This is an optimization exercise on Yosys and OpenROAD, whose aim is small area and a short achievable clock period, not a production implementation.
Function was checked by simulation only, so behaviour that the tests miss may differ from the original.
No activity file was given, so power comes from the tool's default toggle rates.

[design/flow/design.v]
module data_path #(
	parameter WIDTH = 32
)(
	input clk,
	input reset,
	input ALUSrcA,
	input [2:0] ALUControl,
	input [1:0] ALUSrcB,
	input PC_enable,
	input IorD,
	input MemWrite,
	input IRWrite,
	input RegDst,
	input MemtoReg,
	input RegWrite,
	input PCSrc,
	output zero,
	output [5:0] op,
	output [5:0] Funct,
	output [7:0] GPIO,
	output [WIDTH-1:0] ffwd_disp,
	output [WIDTH-1:0] ffrd_disp,
	output [WIDTH-1:0] RD1_disp,
	output [WIDTH-1:0] RD2_disp,
	output [WIDTH-1:0] SrcB_disp
);
	integer k;
	genvar g;
	reg [31:0] pc, ir, mdr, ra, rb, alu_out;
	wire [31:0] imm  = {{16{ir[15]}}, ir[15:0]};
	wire [31:0] imm4 = {imm[29:0], 2'b00};
	wire [4:0] rs = ir[25:21];
	wire [4:0] rt = ir[20:16];
	wire [4:0] rd = ir[15:11];
	wire [31:0] srca = ALUSrcA ? pc : ra;
	reg  [31:0] srcb;
	always @(*) begin
		case (ALUSrcB)
			2'd0: srcb = rb;
			2'd1: srcb = 32'd4;
			2'd2: srcb = imm;
			default: srcb = imm4;
		endcase
	end
	wire [31:0] s_ab = ra + rb;
	wire [31:0] s_a4 = ra + 32'd4;
	wire [31:0] s_ai = ra + imm;
	wire [31:0] s_aj = ra + imm4;
	wire [31:0] s_pb = pc + rb;
	wire [31:0] s_p4 = pc + 32'd4;
	wire [31:0] s_pi = pc + imm;
	wire [31:0] s_pj = pc + imm4;
	reg [31:0] sum;
	always @(*) begin
		case ({ALUSrcA, ALUSrcB})
			3'd0: sum = s_ab;
			3'd1: sum = s_a4;
			3'd2: sum = s_ai;
			3'd3: sum = s_aj;
			3'd4: sum = s_pb;
			3'd5: sum = s_p4;
			3'd6: sum = s_pi;
			default: sum = s_pj;
		endcase
	end
	reg [31:0] y;
	always @(*) begin
		case (ALUControl)
			3'd0: y = sum;
			3'd1: y = srca & srcb;
			3'd2: y = srca | srcb;
			3'd3: y = srca ^ srcb;
			3'd4: y = ~srca;
			3'd5: y = {srca[30:0], 1'b0};
			3'd6: y = {1'b0, srca[31:1]};
			default: y = 32'd0;
		endcase
	end
	wire za = ~|ra;
	wire zp = ~|pc;
	wire zb = ~|rb;
	wire zi = ~|ir[15:0];        
	reg [7:0] z_add, z_and, z_or, z_xor;
	always @(*) begin
		z_add[0] = ~|s_ab; z_add[1] = ~|s_a4; z_add[2] = ~|s_ai; z_add[3] = ~|s_aj;
		z_add[4] = ~|s_pb; z_add[5] = ~|s_p4; z_add[6] = ~|s_pi; z_add[7] = ~|s_pj;
		z_and[0] = ~|(ra & rb); z_and[1] = ~ra[2]; z_and[2] = ~|(ra & imm); z_and[3] = ~|(ra & imm4);
		z_and[4] = ~|(pc & rb); z_and[5] = ~pc[2]; z_and[6] = ~|(pc & imm); z_and[7] = ~|(pc & imm4);
		z_or[0] = za & zb; z_or[1] = 1'b0; z_or[2] = za & zi; z_or[3] = za & zi;
		z_or[4] = zp & zb; z_or[5] = 1'b0; z_or[6] = zp & zi; z_or[7] = zp & zi;
		z_xor[0] = (ra == rb); z_xor[1] = (ra == 32'd4); z_xor[2] = (ra == imm); z_xor[3] = (ra == imm4);
		z_xor[4] = (pc == rb); z_xor[5] = (pc == 32'd4); z_xor[6] = (pc == imm); z_xor[7] = (pc == imm4);
	end
	wire [1:0] z_not = {&pc, &ra};
	wire [1:0] z_shl = {~|pc[30:0], ~|ra[30:0]};
	wire [1:0] z_shr = {~|pc[31:1], ~|ra[31:1]};
	reg zf;
	always @(*) begin
		case (ALUControl)
			3'd0: zf = z_add[{ALUSrcA, ALUSrcB}];
			3'd1: zf = z_and[{ALUSrcA, ALUSrcB}];
			3'd2: zf = z_or[{ALUSrcA, ALUSrcB}];
			3'd3: zf = z_xor[{ALUSrcA, ALUSrcB}];
			3'd4: zf = z_not[ALUSrcA];
			3'd5: zf = z_shl[ALUSrcA];
			3'd6: zf = z_shr[ALUSrcA];
			default: zf = 1'b1;
		endcase
	end
	wire [31:0] adr = IorD ? pc : alu_out;
	wire [5:0] idx = adr[7:2];
	wire isrom = ~|adr[31:28];
	reg [63:0] msel;
	always @(*) begin
		for (k = 0; k < 64; k = k + 1)
			msel[k] = (idx == k);
	end
	reg [31:0] rom [0:63];
	initial begin
		$readmemh("text.dat", rom);
	end
	wire [31:0] romq = rom[idx];
	wire [31:0] ramw [0:63];
	generate
		for (g = 0; g < 64; g = g + 1) begin : ram
			reg [31:0] q;
			always @(posedge clk)
				if (MemWrite && msel[g])
					q <= rb;
			assign ramw[g] = q;
		end
	endgenerate
	reg [31:0] ramq;
	always @(*) begin
		ramq = 32'd0;
		for (k = 0; k < 64; k = k + 1)
			ramq = ramq | (ramw[k] & {32{msel[k]}});
	end
	wire [31:0] memq = isrom ? romq : ramq;
	wire [31:0] wd = MemtoReg ? alu_out : mdr;
	reg [31:0] rwe, sel1, sel2;
	reg [31:1] rv;
	always @(*) begin
		for (k = 0; k < 32; k = k + 1) begin
			rwe[k] = RegWrite && (k != 0) && ((RegDst ? rt : rd) == k);
			sel1[k] = (k != 0) && (rs == k);
			sel2[k] = (k != 0) && (rt == k);
		end
	end
	wire [31:0] rfw [1:31];
	generate
		for (g = 1; g < 32; g = g + 1) begin : rf
			reg [31:0] q;
			always @(posedge clk)
				if (rwe[g])
					q <= wd;
			assign rfw[g] = q;
		end
	endgenerate
	always @(posedge clk or negedge reset) begin
		if (!reset)
			rv <= 31'd0;
		else
			rv <= rv | rwe[31:1];
	end
	reg [31:0] rd1, rd2;
	always @(*) begin
		rd1 = 32'd0;
		rd2 = 32'd0;
		for (k = 1; k < 32; k = k + 1) begin
			rd1 = rd1 | (rfw[k] & {32{sel1[k] & rv[k]}});
			rd2 = rd2 | (rfw[k] & {32{sel2[k] & rv[k]}});
		end
	end
	always @(posedge clk or negedge reset) begin
		if (!reset) begin
			pc <= 32'h0040_0000;
			ir <= 32'd0;
			mdr <= 32'd0;
			ra <= 32'd0;
			rb <= 32'd0;
			alu_out <= 32'd0;
		end else begin
			if (PC_enable)
				pc <= PCSrc ? y : alu_out;
			if (IRWrite)
				ir <= memq;
			mdr <= memq;
			ra <= rd1;
			rb <= rd2;
			alu_out <= y;
		end
	end
	assign zero = zf;
	assign op = ir[31:26];
	assign Funct = ir[5:0];
	assign GPIO = y[7:0];
	assign ffwd_disp = mdr;
	assign ffrd_disp = ir;
	assign RD1_disp = ra;
	assign RD2_disp = rb;
	assign SrcB_disp = srcb;
endmodule
[design/flow/text.dat]
20090003
200a0007
200b0001
01294820
01495020
01495820
ad73d1f7
360fb556
adb3263b
35bd6cdb
ac76ee88
2114a962
8d94d42a
8dba68b3
21c1a371
13477611
03b74025
ad30acad
8faaa9e3
00865824
adf629b2
024fe826
137a2446
8e718003
10df6410
ad6eb58f
34583cb2
00686800
01ff5020
00c13000
36808fda
21636b9b
11ac5f50
ae91e0d4
35b9d63b
110d9f90
ad8be920
3407017f
03426800
ac7b0574
12b07340
10db4436
00359826
02fdd800
8d423d0d
8f6b1bd7
37617639
22883752
acd1519a
00076000
135c7e9e
1251e65b
34f99036
8dcf742c
afb36344
ac706b43
8f4891da
3505ed56
1232c761
364bbac5
230433e5
ae8c822e
220c55e4
03d12020
[design/flow/run.sh]
#!/bin/bash
# synth_recipe.tcl (not shown) runs the flow's synth.tcl, then flattens the netlist and writes it again
# the make line also repeats each setting of config.mk as NAME=value (left out here)
make -C /OpenROAD-flow-scripts/flow DESIGN_CONFIG=/design/flow/config.mk WORK_HOME=/design/flow/orfs CLKGATE_MAP_FILE= SYNTH_SCRIPT=/design/flow/synth_recipe.tcl finish
[design/flow/config.mk]
export PLATFORM = sky130hd
export DESIGN_NAME = data_path
export DESIGN_NICKNAME = data_path
export VERILOG_FILES = /design/flow/design.v
export SDC_FILE = /design/flow/constraint.sdc
export NUM_CORES = 4
export LEC_CHECK = 0
export CAP_MARGIN = 20
export CORE_MARGIN = 2
export CORE_UTILIZATION = 25
export PLACE_DENSITY = 0.45
export SLEW_MARGIN = 20
[design/flow/constraint.sdc]
create_clock -name core_clock -period 11.5 [get_ports {clk}]
set_input_delay 2.3000 -clock core_clock [delete_from_list [all_inputs] [get_ports {clk}]]
set_output_delay 2.3000 -clock core_clock [all_outputs]
set_load 0.01 [all_outputs]
==> notes.md <==
### Status
* **status** timing/DRC/antenna clean

### Final layout
* **area added between synthesis and finish** 17.7%
* **most frequent cells in the layout** edfxtp_1, a22oi_1, buf_4
* **area occupied by multi-input gates** 42400 um^2
* **post-layout net count** 10500
* **Sequential Area** 97000 um^2
* **final cell utilization of the core** 29.5%
* **Filler cells** 56400
* **fraction of layout cells with a size suffix above 1** 13.7%
* **commonest non-fill, non-tap cell in the layout** edfxtp_1

### Logic synthesis
* **per-instance average area after synthesis** 14.2 um^2
* **cells after synthesis** 9978
* **post-synthesis mux area share** 1.29%
* **Net Count, Synth** 10200
* **async set-or-reset flop fraction in the synthesized netlist** 6.83%
* **area of the mapped netlist** 142000 um^2
* **top-area cell type share of the netlist area** 64.5%
* **leading register cell type out of synthesis** edfxtp_1
* **area share of fa/ha/maj cells after synthesis** 2.23%
* **top area cells in the synthesized netlist** edfxtp_1, a22oi_1, dfrtp_1
* **number of warnings printed during yosys synthesis** 1
* **number of flops mapped to enable cells by yosys** 3040
* **dominant combinational cell family by area after synthesis** compound AO/OA/AOI/OAI gates
* **area fraction in compound gates after synthesis** 16.7%
* **post-synthesis cell type count** 90
* **top cell type by total area after synthesis** edfxtp_1
* **Synth Area in XOR/XNOR** 1.37%
* **total of flip-flops plus latches after synthesis** 3263
* **sequential-to-total area share from yosys stat** 68.4%
* **area fraction in and, or, nand and nor cells after synthesis** 7.55%

### Die
* **number of ports placed on the die boundary** 197
* **area enclosed by the die boundary** 572000 um^2
* **height of the die** 756 um
* **starting utilization of the core area** 25.1%
* **Die Wd** 756 um
* **site row count** 276
* **core footprint** 565000 um^2

### Setup path
* **endpoint of the lowest-slack register-to-register path** ir[5]$_DFFE_PN0P_
* **CP startpoint** ALUControl[1]
* **endpoint class of the critical path** output pin
* **critical path required time** 9200 ps
* **crit path launch type** input port
* **FF-to-FF setup slack** 5120 ps
* **critical path arrival** 8130 ps
* **worst-path fanout max** 6
* **end of the critical path** zero
* **number of cells on the worst reg-to-reg path** 15
* **reg2reg start** pc[4]$_DFFE_PN0P_
* **Setup CP Type** input port to output pin

### Placement
* **Port Buffers** 196
* **final weighted congestion of routability-driven global placement** 1.01
* **setup slack after placement** 1130 ps
* **Post-DP HPWL** 493000 um

### GRT
* **maximum number of pins on one net before global-route repair** 70
* **antenna violations before repair** 74
* **wire length of the first global-routing pass** 1060000 um
* **overall routing resource usage** 27.5%
* **vias in the first global route** 105000
* **GRT Residual Overflow** 0

### CTS
* **number of setup buffers added after CTS** 0
* **TritonCTS buffer count** 345
* **Clock Tree Buf Depth** 4
* **Skew-Pair Late Insertion Delay** 1070 ps
* **clock slew at the register clock pins of the worst setup and hold paths** 60 ps
* **post_cts resized** 0
* **H-tree levels** 5
* **clock root buffer master** clkbuf_16
* **clk sinks** 3263
* **cts-stage hold buffer count** 0
* **clock tree from TritonCTS** yes

### Timing
* **maximum frequency from static timing analysis** 95.9 MHz
* **Setup Skew** 97.1 ps
* **post-route minimum period** 10430 ps
* **final number of hold-violating endpoints** 0
* **fraction of the cycle the final worst path needs** 90.7%
* **pins over their slew limit** 0
* **count of endpoints failing setup in the final report** 0
* **final setup TNS** 0 ps
* **worst hold slack across all endpoints** 477 ps
* **worst-margin pin slew** 1280 ps
* **post-route setup slack** 1070 ps
* **Relative slew margins** 14.3%
* **unrepaired setup endpoints after global routing** false

### Detailed routing
* **violation count after the first detailed-route iteration** 23600
* **first drt pass iteration count** 9
* **Antenna Nets Post-Route** 0
* **via count normalized by instance count** 6.30
* **total via count in the routed design** 114000
* **routed length per placed instance** 45.5 um
* **sum of routed wire length over all layers** 824000 um
* **drc violations** 0

### Flow run
* **# Max-Cap Violations** 0

### Power and ir drop
* **overall power consumption** 41800 uW
* **PD cells** 251 nW/um^2
* **Worst IR Drop VDD** 149 uV
* **cell leakage power** 0.0545 uW

### Hold path
* **Hold Crit Class** flip-flop to flip-flop

-- cell families after synthesis --
logic type,Yosys count
adders and majority gates,249
DFF,3263
buffers and inverters,870
muxes,158
xor gates and xnor gates,221
and+or+nand+nor,2050
AOI/OAI and AO/OA,3167
-- how the worst min path moves through the flow --
stage	startpoint	depth (start not counted)	endpoint	slack, ps
CTS	rv[22]$_DFF_PN0_	1	rv[22]$_DFF_PN0_	480
finish	rv[22]$_DFF_PN0_	1	rv[22]$_DFF_PN0_	480
detailed placement	rv[29]$_DFF_PN0_	1	rv[29]$_DFF_PN0_	460
floorplan	rv[10]$_DFF_PN0_	1	rv[10]$_DFF_PN0_	450
global placement	rv[26]$_DFF_PN0_	1	rv[26]$_DFF_PN0_	460
global route	rv[17]$_DFF_PN0_	1	rv[17]$_DFF_PN0_	490
-- per-layer routing --
metal	GRT usage (%)	share of wire, %	wire length, um	vias up
met2	41.1	43	353000	10500
met4	15.1	6.6	54100	16
met1	36.3	38	315000	59500
met5	0	0.012	102	-
met3	7.24	12	103000	2312
li1	-	-	-	41800
-- flip-flops by register name, summed over array words and instances, names as in the netlist --
name     count
pc          32
ram.q     2048
ir          32
alu_out     32
rv          31
ra          32
rf.q       992
rb          32
mdr         32
-- power breakdown --
group	switching [uW]	internal (uW)	total [uW]
Clock	4990	6420	11400
Sequential	1060	14900	15900
Combinational	10800	3660	14500
-- layout make-up --
class,instances,share of cell area (%)
antenna,38,0.0571
multi-input combinational,5845,25.5
sequential,3263,58.2
clock inverter,186,1.13
tap,7506,5.64
inverter,137,0.309
timing repair buffer,691,3.56
clock buffer,445,5.60
-- critical path, cell delays in order --
cell,delay [ps]
clkdlybuf4s50_1,580
nor2_1,320
nor2_1,120
buf_4,200
or3_1,340
or4_1,410
or4_1,490
or4_1,420
nor4_1,350
and4b_1,270
nand4_1,120
a22oi_1,410
a31oi_1,190
o41ai_2,900
clkdlybuf4s50_1,700
-- cells in the mapped netlist, types with 226 or more instances --
cell / instances
edfxtp_1: 3040
a22oi_1: 1066
clkbuf_1: 627
a221oi_1: 436
a22o_1: 415
nand3_1: 400
a21oi_1: 354
nor2_1: 352
nand2_1: 350
o21ai_0: 253
ha_1: 243
nand4_1: 226
-- through the flow --
stage | std cells | cell area (um^2)
2_1_floorplan | 9978 | 142000
3_3_place_gp | 17400 | 155000
3_5_place_dp | 17400 | 155000
4_1_cts | 18100 | 166000
5_1_grt | 18100 | 166000
6_report | 18100 | 167000

## separate check: timing with driven ports
How much do the figures lean on ideal ports? The routed layout below was timed once more, with nothing changed but the port constraints.
Step 1: set_driving_cell puts a clkbuf_16 on clk and a buf_2 on each other input, an assumption about the parent block.
Step 2 also shifts input and output timing later by t, the mid clock arrival at the registers, as if the neighbouring blocks saw the same clock.
Three values: no drivers, after step 1, after step 2; two values: the first two.
t (ns): 1.117
slack for setup (ns): 1.070 / 1.031 / 1.031
clock arrival spread, ns: 0.097 / 0.097
slew at the worst register clock pin (ns): 0.07 / 0.07
worst data-port slew with drivers (ns): 0.16
After both steps this run still meets setup and hold. The setup slack of this run moves by -0.039 ns with the drivers and by -0.039 ns with both steps.
